From an optimization exercise on the open Yosys and OpenROAD flow, aimed at a short achievable clock period and few clock cycles; shortcuts taken in it are not production practice.
RTL that was checked went through simulation tests only; none was proved equivalent to the original.
No activity file was given, so power comes from the tool's default toggle rates.

==> 02-14: inputs <==
Design byte_unit_top, start of the top module:
module byte_unit_top (
  input clk,
  input rstn,
  output  [7:0] imem_addr,
  input  [20:0] imem_data,
  output  [7:0] dmem_addr,
  output        dmem_we,
  output [15:0] dmem_wdata,
  input  [15:0] dmem_rdata,
  input  sema_valid_i,
  input  sema_data_i,
  output sema_ready_o,
  input  sema_is_empty_i,
  output sema_write_o,
  output sema_data_o,
  output halted
);
localparam [4:0] ADD = 5'd0, SUB = 5'd1, MUL = 5'd2, DIV = 5'd3, AND = 5'd4, OR = 5'd5,
  XOR = 5'd6, NOT = 5'd7, ADDI = 5'd8, SUBI = 5'd9, MULI = 5'd10, DIVI = 5'd11, ANDI = 5'd12,
  ORI = 5'd13, XORI = 5'd14, SHL = 5'd15, SHR = 5'd16, SHLI = 5'd17, SHRI = 5'd18, BEQ = 5'd19,
  BNE = 5'd20, BGT = 5'd21, BLT = 5'd22, CEQ = 5'd23, CNE = 5'd24, CGT = 5'd25, CLT = 5'd26,
  LD = 5'd27, ST = 5'd28, SEMA_RD = 5'd29, SEMA_WR = 5'd30, JALR = 5'd31;
reg  [7:0] pc;
reg [20:0] ir;
reg        ir_v;
reg  [7:0] ir_pcn;      
reg        ir_pt;       
reg  [7:0] ir_ptgt;     
reg        e_v;
reg  [3:0] e_rd;
reg        e_wen;       
reg        e_mres;      
reg        e_ismul;
reg        e_isdiv;
reg  [7:0] e_imm8;
reg  [7:0] e_bt;
reg  [7:0] e_pcn;
reg        e_pt;
reg  [7:0] e_ptgt;
reg        e_halt;
reg        e_isbr, e_isjalr, e_iscmp, e_isld, e_isst, e_issr, e_issw;
reg  [1:0] e_cc;        
reg        e_sadd, e_ssub, e_sand, e_sor, e_sxor, e_snot, e_sshl, e_sshr, e_slink;
reg [15:0] ea_a, ea_b, el_a, el_b, ex_a, ex_b, ev_a, ev_b;
reg        ea_fa, ea_fb, el_fa, el_fb, ev_fa, ev_fb;
reg        m_wen;
reg  [3:0] m_rd;
reg [15:0] m_res;       
reg        m_isld, m_issr;
reg        m_we;
reg  [7:0] m_addr;
reg [15:0] m_sdata;
reg        m_sw, m_sr, m_sbit;
reg        m_halt;
reg        m_mul;       
reg [15:0] m_mr0, m_mr1, m_mr2, m_mr3, m_mr4, m_mr5;
reg        w_mul;
reg  [3:0] w_rd;
reg [15:0] w_s, w_c;
reg [15:0] rf [1:15];
function [16:0] ks16(input [15:0] a, input [15:0] b, input cin);
  reg [15:0] p, g, pp, gg;
  integer i, d;
  begin
  ...
export LEC_CHECK = 0
export ABC_CLOCK_PERIOD_IN_PS = 2400
export CAP_MARGIN = 20
export CORE_MARGIN = 2
export CORE_UTILIZATION = 40
export SETUP_SLACK_MARGIN = 2.6
export SLEW_MARGIN = 20
create_clock -name core_clock -period 5.0 [get_ports {clk}]
run.sh (not shown) runs the stock make flow with config.mk's settings and CLKGATE_MAP_FILE= SYNTH_SCRIPT=/design/flow/synth_recipe.tcl, a recipe that flattens the netlist after the stock synthesis.
==> 08-03 (differences from 02-14) <==
--- a/flow/design.v
+++ b/flow/design.v
@@ -38,15 +38,15 @@
 reg        e_pt;
 reg  [7:0] e_ptgt;
 reg        e_halt;
 reg        e_isbr, e_isjalr, e_iscmp, e_isld, e_isst, e_issr, e_issw;
 reg  [1:0] e_cc;        
 reg        e_sadd, e_ssub, e_sand, e_sor, e_sxor, e_snot, e_sshl, e_sshr, e_slink;
 reg [15:0] ea_a, ea_b, el_a, el_b, ex_a, ex_b, ev_a, ev_b;
-reg        ea_fa, ea_fb, el_fa, el_fb, ev_fa, ev_fb;
+reg        ea_fa, ea_fb, el_fa, el_fb, ex_fa, ex_fb, ev_fa, ev_fb;
 reg        m_wen;
 reg  [3:0] m_rd;
 reg [15:0] m_res;       
 reg        m_isld, m_issr;
 reg        m_we;
 reg  [7:0] m_addr;
 reg [15:0] m_sdata;
@@ -54,51 +54,14 @@
 reg        m_halt;
 reg        m_mul;       
 reg [15:0] m_mr0, m_mr1, m_mr2, m_mr3, m_mr4, m_mr5;
 reg        w_mul;
 reg  [3:0] w_rd;
 reg [15:0] w_s, w_c;
 reg [15:0] rf [1:15];
-function [16:0] ks16(input [15:0] a, input [15:0] b, input cin);
-  reg [15:0] p, g, pp, gg;
-  integer i, d;
-  begin
-    p = a ^ b;
-    g = a & b;
-    g[0] = g[0] | (p[0] & cin);
-    gg = g;
-    pp = p;
-    for (d = 1; d < 16; d = d * 2)
-      for (i = 15; i >= d; i = i - 1) begin
-        gg[i] = gg[i] | (pp[i] & gg[i-d]);
-        pp[i] = pp[i] & pp[i-d];
-      end
-    ks16[0] = p[0] ^ cin;
-    for (i = 1; i < 16; i = i + 1) ks16[i] = p[i] ^ gg[i-1];
-    ks16[16] = gg[15];
-  end
-endfunction
-function [19:0] ks20(input [19:0] a, input [19:0] b, input cin);
-  reg [19:0] p, g, pp, gg;
-  integer i, d;
-  begin
-    p = a ^ b;
-    g = a & b;
-    g[0] = g[0] | (p[0] & cin);
-    gg = g;
-    pp = p;
-    for (d = 1; d < 20; d = d * 2)
-      for (i = 19; i >= d; i = i - 1) begin
-        gg[i] = gg[i] | (pp[i] & gg[i-d]);
-        pp[i] = pp[i] & pp[i-d];
-      end
-    ks20[0] = p[0] ^ cin;
-    for (i = 1; i < 20; i = i + 1) ks20[i] = p[i] ^ gg[i-1];
-  end
-endfunction
 wire sstall = (m_sw & ~sema_is_empty_i) | (m_sr & ~sema_valid_i);
 wire gstall = m_halt | sstall;
 wire d_haz;             
 wire e_mispred;
 wire [7:0] e_redir_pc;
 wire e_adv    = ~gstall;                              
 wire d_go     = e_adv & ir_v & ~d_haz;                
@@ -174,16 +137,15 @@
 wire dv_busy;
 wire dv_free;           
 reg  [3:0] dv_rd;
 reg        dv_wen;
 wire vhit1 = d_use1 & dv_busy & dv_wen & (dv_rd == d_rs1);
 wire vhit2 = d_use2 & dv_busy & dv_wen & (dv_rd == d_rs2);
 wire e_div = e_v & e_isdiv;
-assign d_haz = ((hit1 | hit2) & (e_mres | e_ismul | e_isdiv | d_ismul | d_isdiv)) |
-               mhit1 | mhit2 | vhit1 | vhit2 |
+assign d_haz = ((hit1 | hit2) & (e_mres | e_ismul | e_isdiv)) | mhit1 | mhit2 | vhit1 | vhit2 |
                ((d_isdiv | d_halt) & (e_div | ~dv_free));
 wire f1 = hit1 & ~e_mres & ~e_ismul & ~e_isdiv;
 wire f2 = hit2 & ~e_mres & ~e_ismul & ~e_isdiv & ~d_immop;
 wire d_kill = d_go & ~redirect & d_wr;
 always @(posedge clk or negedge rstn) begin
   if (!rstn) begin
     e_v <= 1'b0;
@@ -225,64 +187,43 @@
   if (e_adv & d_isadd) begin
     ea_a <= d_v1; ea_b <= d_b; ea_fa <= f1; ea_fb <= f2;
   end
   if (e_adv & d_islog) begin
     el_a <= d_v1; el_b <= d_b; el_fa <= f1; el_fb <= f2;
   end
   if (e_adv & d_ismul) begin
-    ex_a <= d_v1; ex_b <= d_b;
+    ex_a <= d_v1; ex_b <= d_b; ex_fa <= f1; ex_fb <= f2;
   end
   if (e_adv & d_isvop) begin
     ev_a <= d_v1; ev_b <= d_b; ev_fa <= f1; ev_fb <= f2;
   end
 end
-reg [15:0] mra, mrl, mrv;
-wire [15:0] la = el_fa ? mrl : el_a;
-wire [15:0] lb = el_fb ? mrl : el_b;
-wire [15:0] xa = ex_a;
-wire [15:0] xb = ex_b;
-wire [15:0] va = ev_fa ? mrv : ev_a;    
-wire [15:0] da = ev_a;                  
-wire [15:0] db = ev_b;
-wire [16:0] d00 = ks16(ea_a, ~ea_b, 1'b1);
-wire [16:0] d10 = ks16(mra, ~ea_b, 1'b1);
-wire [16:0] d01 = ks16(ea_a, ~mra, 1'b1);
-wire [15:0] s00 = ks16(ea_a, ea_b, 1'b0);
-wire [15:0] s10 = ks16(mra, ea_b, 1'b0);
-wire [15:0] s01 = ks16(ea_a, mra, 1'b0);
-wire [15:0] s11 = {mra[14:0], 1'b0};
-wire        q00 = (ea_a == ea_b);
-wire        q10 = (mra == ea_b);
-wire        q01 = (ea_a == mra);
-reg  [16:0] diff;
-reg  [15:0] sum;
-reg         eq;
-always @(*) begin
-  case ({ea_fa, ea_fb})
-    2'b00: begin diff = d00; sum = s00; eq = q00; end
-    2'b10: begin diff = d10; sum = s10; eq = q10; end
-    2'b01: begin diff = d01; sum = s01; eq = q01; end
-    default: begin diff = 17'h10000; sum = s11; eq = 1'b1; end
-  endcase
-end
-wire        lt   = ~diff[16];
+wire [15:0] aa = ea_fa ? m_res : ea_a;
+wire [15:0] ab = ea_fb ? m_res : ea_b;
+wire [15:0] la = el_fa ? m_res : el_a;
+wire [15:0] lb = el_fb ? m_res : el_b;
+wire [15:0] xa = ex_fa ? m_res : ex_a;
+wire [15:0] xb = ex_fb ? m_res : ex_b;
+wire [15:0] va = ev_fa ? m_res : ev_a;
+wire [15:0] vb = ev_fb ? m_res : ev_b;
+wire [16:0] diff = {1'b0, aa} - {1'b0, ab};
+wire        lt   = diff[16];
+wire        eq   = (aa == ab);
 wire        gt   = ~lt & ~eq;
-wire  [7:0] aa8  = ea_fa ? mra[7:0] : ea_a[7:0];
-wire        jbad = ea_fa ? (e_ptgt != mra[7:0]) : (e_ptgt != ea_a[7:0]);
 reg         cond;
 always @(*) begin
   case (e_cc)
     2'd0: cond = eq;
     2'd1: cond = ~eq;
     2'd2: cond = gt;
     default: cond = lt;
   endcase
 end
-assign e_mispred = (e_isbr & (cond != e_pt)) | (e_isjalr & (~e_pt | jbad));
-assign e_redir_pc = e_isjalr ? aa8 : (e_pt ? e_pcn : e_bt);
+assign e_mispred = (e_isbr & (cond != e_pt)) | (e_isjalr & (~e_pt | (e_ptgt != aa[7:0])));
+assign e_redir_pc = e_isjalr ? aa[7:0] : (e_pt ? e_pcn : e_bt);
 localparam [1:0] DV_IDLE = 2'd0, DV_CHK = 2'd1, DV_ITER = 2'd2;
 reg  [1:0] dv_st;
 reg [15:0] dv_A;
 reg [15:0] dv_B;
 reg [17:0] dv_B3;
 reg  [4:0] dv_la, dv_lb;
 reg        dv_triv, dv_bz;
@@ -298,27 +239,26 @@
     for (i = 0; i < 16; i = i + 1)
       if (v[i]) bitlen = i + 1;
   end
 endfunction
 wire  [4:0] dv_s  = dv_la - dv_lb;               
 wire  [3:0] dv_np = (dv_s + 5'd2) >> 1;          
 wire  [4:0] dv_sh = {dv_np, 1'b0} - 5'd2;        
-wire [19:0] dv_r1 = ks20({4'd0, dv_R}, ~{3'd0, dv_X}, 1'b1);
-wire [19:0] dv_r2 = ks20({4'd0, dv_R}, ~{2'd0, dv_X, 1'b0}, 1'b1);
-wire [19:0] dv_r3 = ks20({4'd0, dv_R}, ~{2'd0, dv_X3}, 1'b1);
-wire  [1:0] dv_q  = ~dv_r3[19] ? 2'd3 : ~dv_r2[19] ? 2'd2 : ~dv_r1[19] ? 2'd1 : 2'd0;
-wire [15:0] dv_Rn = ~dv_r3[19] ? dv_r3[15:0] : ~dv_r2[19] ? dv_r2[15:0] :
-                    ~dv_r1[19] ? dv_r1[15:0] : dv_R;
+wire [18:0] dv_r1 = {3'b000, dv_R} - {2'b00, dv_X};
+wire [18:0] dv_r2 = {3'b000, dv_R} - {1'b0, dv_X, 1'b0};
+wire [18:0] dv_r3 = {3'b000, dv_R} - {1'b0, dv_X3};
+wire  [1:0] dv_q  = ~dv_r3[18] ? 2'd3 : ~dv_r2[18] ? 2'd2 : ~dv_r1[18] ? 2'd1 : 2'd0;
+wire [15:0] dv_Rn = ~dv_r3[18] ? dv_r3[15:0] : ~dv_r2[18] ? dv_r2[15:0] :
+                    ~dv_r1[18] ? dv_r1[15:0] : dv_R;
 wire [15:0] dv_Qn = {dv_Q[13:0], dv_q};
 wire dv_done = ((dv_st == DV_CHK) & dv_triv) | ((dv_st == DV_ITER) & (dv_cnt == 4'd1));
 wire [15:0] div_res = (dv_st == DV_ITER) ? dv_Qn : {16{dv_bz}};
 assign dv_busy = (dv_st != DV_IDLE);
 assign dv_free = ~dv_busy | dv_done;
 wire dv_take = ~gstall & e_div;
-wire [16:0] dv_ge = ks16(da, ~db, 1'b1);        
 always @(posedge clk or negedge rstn) begin
   if (!rstn) begin
     dv_st  <= DV_IDLE;
     dv_wen <= 1'b0;
   end else begin
     case (dv_st)
       DV_CHK:  dv_st <= dv_triv ? DV_IDLE : DV_ITER;
@@ -332,21 +272,21 @@
       dv_wen <= 1'b0;
     end
   end
 end
 always @(posedge clk) begin
   if (dv_take) begin
     dv_rd   <= e_rd;
-    dv_A    <= da;
-    dv_B    <= db;
-    dv_B3   <= {2'b00, db} + {1'b0, db, 1'b0};
-    dv_la   <= bitlen(da);
-    dv_lb   <= bitlen(db);
-    dv_bz   <= (db == 16'd0);
-    dv_triv <= (db == 16'd0) | ~dv_ge[16];
+    dv_A    <= va;
+    dv_B    <= vb;
+    dv_B3   <= {2'b00, vb} + {1'b0, vb, 1'b0};
+    dv_la   <= bitlen(va);
+    dv_lb   <= bitlen(vb);
+    dv_bz   <= (vb == 16'd0);
+    dv_triv <= (vb == 16'd0) | (va < vb);
   end
   case (dv_st)
     DV_CHK: begin
       dv_R   <= dv_A;
       dv_X   <= {1'b0, dv_B} << dv_sh;
       dv_X3  <= dv_B3 << dv_sh;
       dv_Q   <= 16'd0;
@@ -384,15 +324,15 @@
 wire [31:0] l1_4 = csa(pp[12], pp[13], pp[14]);
 wire [31:0] l2_0 = csa(l1_0[15:0], l1_0[31:16], l1_1[15:0]);
 wire [31:0] l2_1 = csa(l1_1[31:16], l1_2[15:0], l1_2[31:16]);
 wire [31:0] l2_2 = csa(l1_3[15:0], l1_3[31:16], l1_4[15:0]);
 wire [31:0] l3_0 = csa(l2_0[15:0], l2_0[31:16], l2_1[15:0]);
 wire [31:0] l3_1 = csa(l2_1[31:16], l2_2[15:0], l2_2[31:16]);
 wire [15:0] alu_res =
-    ({16{e_sadd}} & sum) |
+    ({16{e_sadd}} & (aa + ab)) |
     ({16{e_ssub}} & diff[15:0]) |
     ({16{e_slink}} & {8'd0, e_pcn}) |
     ({16{e_sand}} & (la & lb)) |
     ({16{e_sor}}  & (la | lb)) |
     ({16{e_sxor}} & (la ^ lb)) |
     ({16{e_snot}} & ~la) |
     ({16{e_sshl}} & (la << lb[3:0])) |
@@ -421,17 +361,14 @@
     m_res   <= alu_res;
     m_isld  <= e_isld;
     m_issr  <= e_issr;
     m_addr  <= e_imm8;
     m_sdata <= va;
     m_sbit  <= e_iscmp ? cond : va[0];
   end
-  if (~gstall & d_isadd) mra <= alu_res;
-  if (~gstall & d_islog) mrl <= alu_res;
-  if (~gstall & d_isvop & ~d_isdiv) mrv <= alu_res;
   if (~gstall & e_go & e_ismul) begin
     m_mr0   <= l3_0[15:0];
     m_mr1   <= l3_0[31:16];
     m_mr2   <= l3_1[15:0];
     m_mr3   <= l3_1[31:16];
     m_mr4   <= l1_4[31:16];
     m_mr5   <= pp[15];
@@ -453,15 +390,15 @@
 always @(posedge clk) begin
   if (~gstall & m_mul) begin
     w_rd <= m_rd;
     w_s  <= l6_0[15:0];
     w_c  <= l6_0[31:16];
   end
 end
-wire [15:0] mul_res = ks16(w_s, w_c, 1'b0);
+wire [15:0] mul_res = w_s + w_c;
 integer k;
 always @(posedge clk or negedge rstn) begin
   if (!rstn) begin
     for (k = 1; k < 16; k = k + 1) rf[k] <= 16'd0;
   end else begin
     for (k = 1; k < 16; k = k + 1) begin
       if (~gstall & m_wen & (m_rd == k))
==> 05-10 (differences from 02-14) <==
--- a/flow/design.v
+++ b/flow/design.v
@@ -54,51 +54,14 @@
 reg        m_halt;
 reg        m_mul;       
 reg [15:0] m_mr0, m_mr1, m_mr2, m_mr3, m_mr4, m_mr5;
 reg        w_mul;
 reg  [3:0] w_rd;
 reg [15:0] w_s, w_c;
 reg [15:0] rf [1:15];
-function [16:0] ks16(input [15:0] a, input [15:0] b, input cin);
-  reg [15:0] p, g, pp, gg;
-  integer i, d;
-  begin
-    p = a ^ b;
-    g = a & b;
-    g[0] = g[0] | (p[0] & cin);
-    gg = g;
-    pp = p;
-    for (d = 1; d < 16; d = d * 2)
-      for (i = 15; i >= d; i = i - 1) begin
-        gg[i] = gg[i] | (pp[i] & gg[i-d]);
-        pp[i] = pp[i] & pp[i-d];
-      end
-    ks16[0] = p[0] ^ cin;
-    for (i = 1; i < 16; i = i + 1) ks16[i] = p[i] ^ gg[i-1];
-    ks16[16] = gg[15];
-  end
-endfunction
-function [19:0] ks20(input [19:0] a, input [19:0] b, input cin);
-  reg [19:0] p, g, pp, gg;
-  integer i, d;
-  begin
-    p = a ^ b;
-    g = a & b;
-    g[0] = g[0] | (p[0] & cin);
-    gg = g;
-    pp = p;
-    for (d = 1; d < 20; d = d * 2)
-      for (i = 19; i >= d; i = i - 1) begin
-        gg[i] = gg[i] | (pp[i] & gg[i-d]);
-        pp[i] = pp[i] & pp[i-d];
-      end
-    ks20[0] = p[0] ^ cin;
-    for (i = 1; i < 20; i = i + 1) ks20[i] = p[i] ^ gg[i-1];
-  end
-endfunction
 wire sstall = (m_sw & ~sema_is_empty_i) | (m_sr & ~sema_valid_i);
 wire gstall = m_halt | sstall;
 wire d_haz;             
 wire e_mispred;
 wire [7:0] e_redir_pc;
 wire e_adv    = ~gstall;                              
 wire d_go     = e_adv & ir_v & ~d_haz;                
@@ -239,36 +202,36 @@
 wire [15:0] la = el_fa ? mrl : el_a;
 wire [15:0] lb = el_fb ? mrl : el_b;
 wire [15:0] xa = ex_a;
 wire [15:0] xb = ex_b;
 wire [15:0] va = ev_fa ? mrv : ev_a;    
 wire [15:0] da = ev_a;                  
 wire [15:0] db = ev_b;
-wire [16:0] d00 = ks16(ea_a, ~ea_b, 1'b1);
-wire [16:0] d10 = ks16(mra, ~ea_b, 1'b1);
-wire [16:0] d01 = ks16(ea_a, ~mra, 1'b1);
-wire [15:0] s00 = ks16(ea_a, ea_b, 1'b0);
-wire [15:0] s10 = ks16(mra, ea_b, 1'b0);
-wire [15:0] s01 = ks16(ea_a, mra, 1'b0);
+wire [16:0] d00 = {1'b0, ea_a} - {1'b0, ea_b};
+wire [16:0] d10 = {1'b0, mra} - {1'b0, ea_b};
+wire [16:0] d01 = {1'b0, ea_a} - {1'b0, mra};
+wire [15:0] s00 = ea_a + ea_b;
+wire [15:0] s10 = mra + ea_b;
+wire [15:0] s01 = ea_a + mra;
 wire [15:0] s11 = {mra[14:0], 1'b0};
 wire        q00 = (ea_a == ea_b);
 wire        q10 = (mra == ea_b);
 wire        q01 = (ea_a == mra);
 reg  [16:0] diff;
 reg  [15:0] sum;
 reg         eq;
 always @(*) begin
   case ({ea_fa, ea_fb})
     2'b00: begin diff = d00; sum = s00; eq = q00; end
     2'b10: begin diff = d10; sum = s10; eq = q10; end
     2'b01: begin diff = d01; sum = s01; eq = q01; end
-    default: begin diff = 17'h10000; sum = s11; eq = 1'b1; end
+    default: begin diff = 17'd0; sum = s11; eq = 1'b1; end
   endcase
 end
-wire        lt   = ~diff[16];
+wire        lt   = diff[16];
 wire        gt   = ~lt & ~eq;
 wire  [7:0] aa8  = ea_fa ? mra[7:0] : ea_a[7:0];
 wire        jbad = ea_fa ? (e_ptgt != mra[7:0]) : (e_ptgt != ea_a[7:0]);
 reg         cond;
 always @(*) begin
   case (e_cc)
     2'd0: cond = eq;
@@ -298,27 +261,26 @@
     for (i = 0; i < 16; i = i + 1)
       if (v[i]) bitlen = i + 1;
   end
 endfunction
 wire  [4:0] dv_s  = dv_la - dv_lb;               
 wire  [3:0] dv_np = (dv_s + 5'd2) >> 1;          
 wire  [4:0] dv_sh = {dv_np, 1'b0} - 5'd2;        
-wire [19:0] dv_r1 = ks20({4'd0, dv_R}, ~{3'd0, dv_X}, 1'b1);
-wire [19:0] dv_r2 = ks20({4'd0, dv_R}, ~{2'd0, dv_X, 1'b0}, 1'b1);
-wire [19:0] dv_r3 = ks20({4'd0, dv_R}, ~{2'd0, dv_X3}, 1'b1);
-wire  [1:0] dv_q  = ~dv_r3[19] ? 2'd3 : ~dv_r2[19] ? 2'd2 : ~dv_r1[19] ? 2'd1 : 2'd0;
-wire [15:0] dv_Rn = ~dv_r3[19] ? dv_r3[15:0] : ~dv_r2[19] ? dv_r2[15:0] :
-                    ~dv_r1[19] ? dv_r1[15:0] : dv_R;
+wire [18:0] dv_r1 = {3'b000, dv_R} - {2'b00, dv_X};
+wire [18:0] dv_r2 = {3'b000, dv_R} - {1'b0, dv_X, 1'b0};
+wire [18:0] dv_r3 = {3'b000, dv_R} - {1'b0, dv_X3};
+wire  [1:0] dv_q  = ~dv_r3[18] ? 2'd3 : ~dv_r2[18] ? 2'd2 : ~dv_r1[18] ? 2'd1 : 2'd0;
+wire [15:0] dv_Rn = ~dv_r3[18] ? dv_r3[15:0] : ~dv_r2[18] ? dv_r2[15:0] :
+                    ~dv_r1[18] ? dv_r1[15:0] : dv_R;
 wire [15:0] dv_Qn = {dv_Q[13:0], dv_q};
 wire dv_done = ((dv_st == DV_CHK) & dv_triv) | ((dv_st == DV_ITER) & (dv_cnt == 4'd1));
 wire [15:0] div_res = (dv_st == DV_ITER) ? dv_Qn : {16{dv_bz}};
 assign dv_busy = (dv_st != DV_IDLE);
 assign dv_free = ~dv_busy | dv_done;
 wire dv_take = ~gstall & e_div;
-wire [16:0] dv_ge = ks16(da, ~db, 1'b1);        
 always @(posedge clk or negedge rstn) begin
   if (!rstn) begin
     dv_st  <= DV_IDLE;
     dv_wen <= 1'b0;
   end else begin
     case (dv_st)
       DV_CHK:  dv_st <= dv_triv ? DV_IDLE : DV_ITER;
@@ -338,15 +300,15 @@
     dv_rd   <= e_rd;
     dv_A    <= da;
     dv_B    <= db;
     dv_B3   <= {2'b00, db} + {1'b0, db, 1'b0};
     dv_la   <= bitlen(da);
     dv_lb   <= bitlen(db);
     dv_bz   <= (db == 16'd0);
-    dv_triv <= (db == 16'd0) | ~dv_ge[16];
+    dv_triv <= (db == 16'd0) | (da < db);
   end
   case (dv_st)
     DV_CHK: begin
       dv_R   <= dv_A;
       dv_X   <= {1'b0, dv_B} << dv_sh;
       dv_X3  <= dv_B3 << dv_sh;
       dv_Q   <= 16'd0;
@@ -453,15 +415,15 @@
 always @(posedge clk) begin
   if (~gstall & m_mul) begin
     w_rd <= m_rd;
     w_s  <= l6_0[15:0];
     w_c  <= l6_0[31:16];
   end
 end
-wire [15:0] mul_res = ks16(w_s, w_c, 1'b0);
+wire [15:0] mul_res = w_s + w_c;
 integer k;
 always @(posedge clk or negedge rstn) begin
   if (!rstn) begin
     for (k = 1; k < 16; k = k + 1) rf[k] <= 16'd0;
   end else begin
     for (k = 1; k < 16; k = k + 1) begin
       if (~gstall & m_wen & (m_rd == k))
==> summary of the runs <==
- 08-03 produced a layout that fails on max-capacitance violations, max-slew violations. 05-10 finished with timing, DRC and antenna clean. 02-14 finished clean.
- Total power, highest first: 08-03, 02-14, 05-10.
- Critical path depth: 08-03 > 02-14 > 05-10.
- Of 08-03 and 05-10, 08-03 has the higher count of clock-buffer cells in the layout (gap 4).
- Of 05-10 and 02-14, 05-10 has the higher core utilization (gap 2.4 points).
- In 05-10 the cell count is higher than in 08-03, by about 8%.
- Between 08-03 and 02-14, the lower combinational power is in 02-14 (gap about 10%, measured against 02-14).
- The highest sequential share of layout area belongs to 02-14, the lowest to 08-03.
==> figures <==
metric                                                                                             08-03       05-10       02-14
Number of clock buffers inserted by TritonCTS                                                         87          90          90
First-pass GRT wire length                                                                     342000 um   358000 um   331000 um
Data-path buffer share of cell area in the final layout                                            17.5%       17.4%       14.6%
Cell variety after synth                                                                              96          97          85
Detail Placement HPWL                                                                          147000 um   155000 um   153000 um
Number of max-cap violations                                                                           3           0           0
Finished Core Util                                                                                 60.3%       59.3%       56.9%
Worst EP required                                                                                5610 ps     5620 ps     5580 ps
Cell count after synthesis                                                                          5189        5561        5617
Net Sw Power                                                                                     13.8 mW     12.9 mW     13.3 mW
Result of the run                                                             complete, but fails checks  no timing/DRC/antenna violations  no timing/DRC/antenna violations
Violated checks                                          max-capacitance violations, max-slew violations           -           -
Global-route met3 utilization                                                                      17.8%       13.5%       7.84%
Multi-input logic portion of the cell area                                                         45.6%       45.3%       46.8%
Final critical path time including I/O delays and setup                                          3530 ps     3820 ps     3820 ps
Clk pwr                                                                                          6.82 mW     6.79 mW     7.19 mW
Post-Synth XOR/XNOR Area                                                                           2.65%       3.67%       3.95%
Testbench counts of 08-03, summed over its fixed seeds: cycles 20,189.
The RTL of 02-14 and 05-10 was laid out without a check of its function.

## re-timing with driven ports
The results above use ideal ports. As a check the final layouts listed here were re-extracted and re-timed, cells and wires unchanged. Step 1 sets driving cells, clkbuf_16 on the clock port and buf_2 on the other inputs (assumed; they add their load-dependent delay and slew). Step 2 times the ports against the registers' clock, not the clock port: input delays grow and output delays shrink by t, the midpoint of the rising clock arrivals with the driver on. a / b / c = ideal ports / drivers / drivers and shift; a / b = the first two.
run	t, ns	setup slack, ns	latest minus earliest clock arrival (ns)	pins driven straight from the clock port
02-14	0.776	1.178 / 1.178 / 1.178	0.046 / 0.046	1
08-03	0.765	1.467 / 1.467 / 1.379	0.067 / 0.068	1
05-10	0.826	1.180 / 1.180 / 1.180	0.054 / 0.053	1
For 08-03, which loses most, drivers alone change the setup slack by 0.000 ns; drivers and shift together by -0.088 ns.
